Background: an optimization exercise with open tools, aiming at small area and a short achievable clock period. Do not read the settings as production practice.
Function was checked by simulation only, so behaviour that the tests miss may differ from the original.

## krv_core
module krv_core (
	input  wire        clk,
	input  wire        rstn,
	input  wire        kplic_int,
	input  wire        core_timer_int,
	output wire        wfi,
	output wire        instr_itcm_access,
	output wire [31:0] instr_itcm_addr,
	input  wire [31:0] instr_itcm_read_data,
	input  wire        instr_itcm_read_data_valid,
	output wire        data_dtcm_access,
	input  wire        data_dtcm_ready,
	output wire        data_dtcm_rd0_wr1,
	output wire [3:0]  data_dtcm_byte_strobe,
	output wire [31:0] data_dtcm_write_data,
	output wire [31:0] data_dtcm_addr,
	input  wire [31:0] data_dtcm_read_data,
	input  wire        data_dtcm_read_data_valid,
	output wire        IAHB_access,
	output wire [31:0] IAHB_addr,
	input  wire [31:0] IAHB_read_data,
	input  wire        IAHB_read_data_valid,
	output wire        DAHB_access,
	output wire        DAHB_rd0_wr1,
	output wire [2:0]  DAHB_size,
	output wire [31:0] DAHB_write_data,
	output wire [31:0] DAHB_addr,
	input  wire        DAHB_trans_buffer_full,
	input  wire [31:0] DAHB_read_data,
  ...
clock: 25.0 ns
lec_check: 0
cap_margin: 35
core_margin: 2
core_utilization: 32
cts_cluster_diameter: 90
cts_cluster_size: 25
place_density: 0.55
slew_margin: 35
synth_hierarchical: 1
standard.sh (not shown) runs the stock make flow with config.mk's settings and CLKGATE_MAP_FILE= SYNTH_SCRIPT=/design/flow/synth_recipe.tcl, a recipe that flattens the netlist after the stock synthesis.
==> flow/flow/run.sh <==
#!/bin/bash
# Layout flow: the standard ORFS flow, with the timing repair steps asked
# to keep a larger setup margin (so they keep improving paths that already
# meet the clock) and plain buffers on the ports.  Every tool's output goes
# to standard.log in this folder.
set -euo pipefail
bash standard.sh SETUP_SLACK_MARGIN=13.5 "BUFFER_PORTS_ARGS=-buffer_cell sky130_fd_sc_hd__buf_2" finish > standard.log 2>&1
Next try:
--- a/flow/design.v
+++ b/flow/design.v
@@ -3669,38 +3669,45 @@
 			u_alu__u_div_u__div_cycle_cnt <= 6'h0;
 		end
 	end
 end
 wire [32 : 0] u_alu__u_div_u__step_diff = {1'b0, u_alu__u_div_u__hold_r[u_alu__u_div_u__D_DATA_WIDTH - 1 : 32]} + {1'b1, u_alu__u_div_u__src2 ^ {32{~u_alu__u_div_u__neg2}}} + {32'h0, ~u_alu__u_div_u__neg2};
 wire u_alu__u_div_u__step_ge = ~u_alu__u_div_u__step_diff[32];
-always @ (posedge u_alu__u_div_u__cpu_clk)
+always @ (posedge u_alu__u_div_u__cpu_clk or negedge u_alu__u_div_u__cpu_rstn)
 begin
-	if(u_alu__u_div_u__start_rising && (!u_alu__u_div_u__single_cycle_div))
+	if(!u_alu__u_div_u__cpu_rstn)
 	begin
-		u_alu__u_div_u__hold_r[32 : 1] <= u_alu__u_div_u__div_src_data1[32 - 1 : 0];
+		u_alu__u_div_u__hold_r <= {u_alu__u_div_u__D_DATA_WIDTH{1'b0}};
 	end
-	else if(u_alu__u_div_u__start)
+	else
 	begin
-		if(!u_alu__u_div_u__cnt_is_32)
+		if(u_alu__u_div_u__start_rising && (!u_alu__u_div_u__single_cycle_div))
 		begin
-			if(u_alu__u_div_u__step_ge)
-			begin
-				u_alu__u_div_u__hold_r[0] <= 1'b1;
-				u_alu__u_div_u__hold_r[u_alu__u_div_u__D_DATA_WIDTH - 1 : 32 + 1] <= u_alu__u_div_u__step_diff[32 - 2 : 0];
-				u_alu__u_div_u__hold_r[32 : 1] <= u_alu__u_div_u__hold_r[32 - 1 : 0];
-			end
-			else
+			u_alu__u_div_u__hold_r[32 : 1] <= u_alu__u_div_u__div_src_data1[32 - 1 : 0];
+		end
+		else if(u_alu__u_div_u__start)
+		begin
+			if(!u_alu__u_div_u__cnt_is_32)
 			begin
-				u_alu__u_div_u__hold_r[0] <= 1'b0;
-				u_alu__u_div_u__hold_r[u_alu__u_div_u__D_DATA_WIDTH - 1 : 1] <= u_alu__u_div_u__hold_r[u_alu__u_div_u__D_DATA_WIDTH - 2 : 0];
+				if(u_alu__u_div_u__step_ge)
+				begin
+					u_alu__u_div_u__hold_r[0] <= 1'b1;
+					u_alu__u_div_u__hold_r[u_alu__u_div_u__D_DATA_WIDTH - 1 : 32 + 1] <= u_alu__u_div_u__step_diff[32 - 2 : 0];
+					u_alu__u_div_u__hold_r[32 : 1] <= u_alu__u_div_u__hold_r[32 - 1 : 0];
+				end
+				else
+				begin
+					u_alu__u_div_u__hold_r[0] <= 1'b0;
+					u_alu__u_div_u__hold_r[u_alu__u_div_u__D_DATA_WIDTH - 1 : 1] <= u_alu__u_div_u__hold_r[u_alu__u_div_u__D_DATA_WIDTH - 2 : 0];
+				end
 			end
 		end
-	end
-	else
-	begin
-		u_alu__u_div_u__hold_r <= 0;
+		else
+		begin
+			u_alu__u_div_u__hold_r <= 0;
+		end
 	end
 end
 assign u_alu__u_div_u__done = u_alu__u_div_u__single_cycle_div | u_alu__u_div_u__cnt_is_32;
 wire u_alu__u_div_u__load_cycle = u_alu__u_div_u__start_rising && !u_alu__u_div_u__single_cycle_div;
 wire u_alu__u_div_u__is_div = u_alu__u_div_u__op_div | u_alu__u_div_u__op_divu;
 wire [32 - 1 : 0] u_alu__u_div_u__single_val = u_alu__u_div_u__is_div ? (u_alu__u_div_u__data2equ0 ? {32{1'b1}} : (u_alu__u_div_u__data2equ1 ? u_alu__u_div_u__src1 : {32{1'b0}}))
- The changed run completed without violations
- wire length is lower slightly
- area after synthesis is higher slightly
- worst hold slack degrades by 0.0039 ns
- sequential cell count stays the same

[re-timing with driven ports]
Ports are ideal in the flow. The routed layouts listed here were re-timed in OpenROAD. Step 1, drivers: a clkbuf_16 drives clk and a buf_2 each remaining input, both assumed. Step 2 times the ports against the registers' clock, not the clock port: input delays grow and output delays shrink by t, the midpoint of the rising clock arrivals with the driver on. a / b / c = ideal ports / drivers / drivers and shift; a / b = the first two.
| run | t, ns | setup slack, ns | clock arrival spread, ns |
|---|---|---|---|
| the first run | 0.959 | 13.383 / 13.212 / 13.212 | 0.112 / 0.111 |
| the second run | 0.953 | 13.428 / 13.338 / 13.338 | 0.125 / 0.126 |
After both steps every run listed still meets setup and hold. The setup slack of the first run, which loses most, moves by -0.171 ns with the drivers and by -0.171 ns with both steps.
